From an optimization exercise on the open Yosys and OpenROAD flow, aimed at small area; shortcuts taken in it are not production practice.
Only simulation tests tie the RTL to the original design; equivalence was not proved.
Power is estimated from default activity; no workload was simulated.

## I2C_Top
module I2C_Top
    (
        input clk,
        input rst,  
        input processor,
        input Sda_In,  
        output Sda_Out,  
        output Scl_Out,  
        output an7, an6, an5, an4, an3, an2, an1, an0, ca, cb, cc, cd, ce, cf, cg, dp
    );
export LEC_CHECK = 0
export ABC_AREA = 1
export CAP_MARGIN = 20
export CORE_MARGIN = 2
export CORE_UTILIZATION = 75
export CTS_BUF_LIST = sky130_fd_sc_hd__clkbuf_4 sky130_fd_sc_hd__clkbuf_8
export SLEW_MARGIN = 20
create_clock -name core_clock -period 15.0 [get_ports {clk}]
standard.sh (not shown) runs the stock make flow with config.mk's settings and CLKGATE_MAP_FILE= SYNTH_SCRIPT=/design/flow/synth_recipe.tcl, a recipe that flattens the netlist after the stock synthesis.
==> flow/flow/run.sh <==
#!/bin/bash
# Own flow: the standard layout (standard.sh) with two changes:
#  - synthesis reads a copy of ORFS's scripts in which abc_area.script is
#    replaced by flow/abc_area.script (a stronger ABC area script); the
#    flip-flops are mapped before ABC runs, so the registers, their names and
#    cell types are those of the standard synthesis;
#  - the port buffers that global placement inserts on every input and output
#    are sky130_fd_sc_hd__buf_1 cells.
set -euo pipefail
W=$PWD
rm -rf "$W/scripts_mod"
cp -r "$FLOW_HOME/scripts" "$W/scripts_mod"
cp "$W/flow/abc_area.script" "$W/scripts_mod/abc_area.script"
bash standard.sh SCRIPTS_DIR="$W/scripts_mod" synth > "$W/standard_synth.log" 2>&1
bash standard.sh BUFFER_PORTS_ARGS="-buffer_cell sky130_fd_sc_hd__buf_1" finish > "$W/standard_finish.log" 2>&1
==> flow/flow/abc_area.script <==
strash
&get -n
&deepsyn -T 60
&nf -p -F 8 -A 4 -a -R 1000
&put
topo
dnsize -c
Next try:
--- a/flow/flow/run.sh
+++ b/flow/flow/run.sh
@@ -1,3 +1,3 @@
 #!/bin/bash
-# Own flow: the standard layout (standard.sh) with two changes:
+# Own flow: the standard layout (standard.sh) with these changes:
 #  - synthesis reads a copy of ORFS's scripts in which abc_area.script is
@@ -6,2 +6,3 @@
 #    cell types are those of the standard synthesis;
+#  - clock tree synthesis adds no dummy load cells (-dont_use_dummy_load);
 #  - the port buffers that global placement inserts on every input and output
@@ -14,2 +15,2 @@
 bash standard.sh SCRIPTS_DIR="$W/scripts_mod" synth > "$W/standard_synth.log" 2>&1
-bash standard.sh BUFFER_PORTS_ARGS="-buffer_cell sky130_fd_sc_hd__buf_1" finish > "$W/standard_finish.log" 2>&1
+bash standard.sh BUFFER_PORTS_ARGS="-buffer_cell sky130_fd_sc_hd__buf_1" CTS_ARGS="-sink_clustering_enable -repair_clock_nets -dont_use_dummy_load -buf_list {sky130_fd_sc_hd__clkbuf_4 sky130_fd_sc_hd__clkbuf_8}" finish > "$W/standard_finish.log" 2>&1
What happened: The new run completed without violations; utilization fell by 2.2 points; sequential power hardly moves; maximum frequency rose slightly; synthesized area stays the same; synthesized cell count is unchanged; hold slack gets better by 0.0056 ns; sequential cell count stays the same; design area fell by a few percent.
Next try:
==> flow/flow/run.sh (replaced) <==
#!/bin/bash
# Own flow: the standard layout (standard.sh) with two changes:
#  - synthesis reads a copy of ORFS's scripts in which abc_area.script is
#    replaced by flow/abc_area.script (a stronger ABC area script); the
#    flip-flops are mapped before ABC runs, so the registers, their names and
#    cell types are those of the standard synthesis;
#  - clock tree synthesis builds its tree from clkbuf_8 cells and
#    clusters the sinks under clkbuf_4 cells;
#  - the port buffers that global placement inserts on every input and output
#    are sky130_fd_sc_hd__buf_1 cells.
set -euo pipefail
W=$PWD
rm -rf "$W/scripts_mod"
cp -r "$FLOW_HOME/scripts" "$W/scripts_mod"
cp "$W/flow/abc_area.script" "$W/scripts_mod/abc_area.script"
bash standard.sh SCRIPTS_DIR="$W/scripts_mod" synth > "$W/standard_synth.log" 2>&1
bash standard.sh BUFFER_PORTS_ARGS="-buffer_cell sky130_fd_sc_hd__buf_1" CTS_ARGS="-sink_clustering_enable -repair_clock_nets -root_buf sky130_fd_sc_hd__clkbuf_8 -tree_buf sky130_fd_sc_hd__clkbuf_8 -sink_clustering_buffer sky130_fd_sc_hd__clkbuf_4 -buf_list {sky130_fd_sc_hd__clkbuf_4 sky130_fd_sc_hd__clkbuf_8}" finish > "$W/standard_finish.log" 2>&1
Settings changed: CORE_UTILIZATION 75 to 65.
Result: The changed run finished with timing, DRC and antenna clean. Die area went up by about 15%. Core utilization came out lower by 9.3 points. Design area grows by about 2.8%. Routed wire length decreases by about 0.7%. Critical path depth stays the same.
Next try:
==> flow/flow/run.sh (replaced) <==
#!/bin/bash
# Own flow: the standard layout (standard.sh) with two changes:
#  - synthesis reads a copy of ORFS's scripts in which abc_area.script is
#    replaced by flow/abc_area.script (a stronger ABC area script); the
#    flip-flops are mapped before ABC runs, so the registers, their names and
#    cell types are those of the standard synthesis;
#  - the port buffers that global placement inserts on every input and output
#    are sky130_fd_sc_hd__buf_1 cells.
set -euo pipefail
W=$PWD
rm -rf "$W/scripts_mod"
cp -r "$FLOW_HOME/scripts" "$W/scripts_mod"
cp "$W/flow/abc_area.script" "$W/scripts_mod/abc_area.script"
bash standard.sh SCRIPTS_DIR="$W/scripts_mod" synth > "$W/standard_synth.log" 2>&1
bash standard.sh BUFFER_PORTS_ARGS="-buffer_cell sky130_fd_sc_hd__buf_1" finish > "$W/standard_finish.log" 2>&1
Settings changed: CAP_MARGIN 20 to 5, CORE_UTILIZATION 65 to 75, SLEW_MARGIN 20 to 5.
Result: Via count rises by 3.2%; routed wire length rises by 5.5%; worst hold slack loses 0.011 ns; non-clock buffer count stays the same; combinational power rises by about 3%.

## static timing again, ports no longer ideal
No port has a modelled driver above. Below, the same layouts with a new extraction and two added sets of constraints.
Step 1 assumes that a clkbuf_16 drives the clock port and a buf_2 every other input.
Step 2 also shifts input and output timing later by t, the mid clock arrival at the registers, as if the neighbouring blocks saw the same clock.
Slacks: ideal ports / drivers / drivers and shift; pairs: ideal ports / drivers.
run	t (ns)	slack for setup (ns)	worst data-port slew with drivers (ns)
the first run	0.478	4.619 / 4.619 / 4.619	0.03
the second run	0.452	4.730 / 4.730 / 4.730	0.03
the third run	0.470	4.615 / 4.615 / 4.615	0.03
the fourth run	0.486	4.636 / 4.636 / 4.636	0.03
After both steps setup and hold are still met in every run listed.
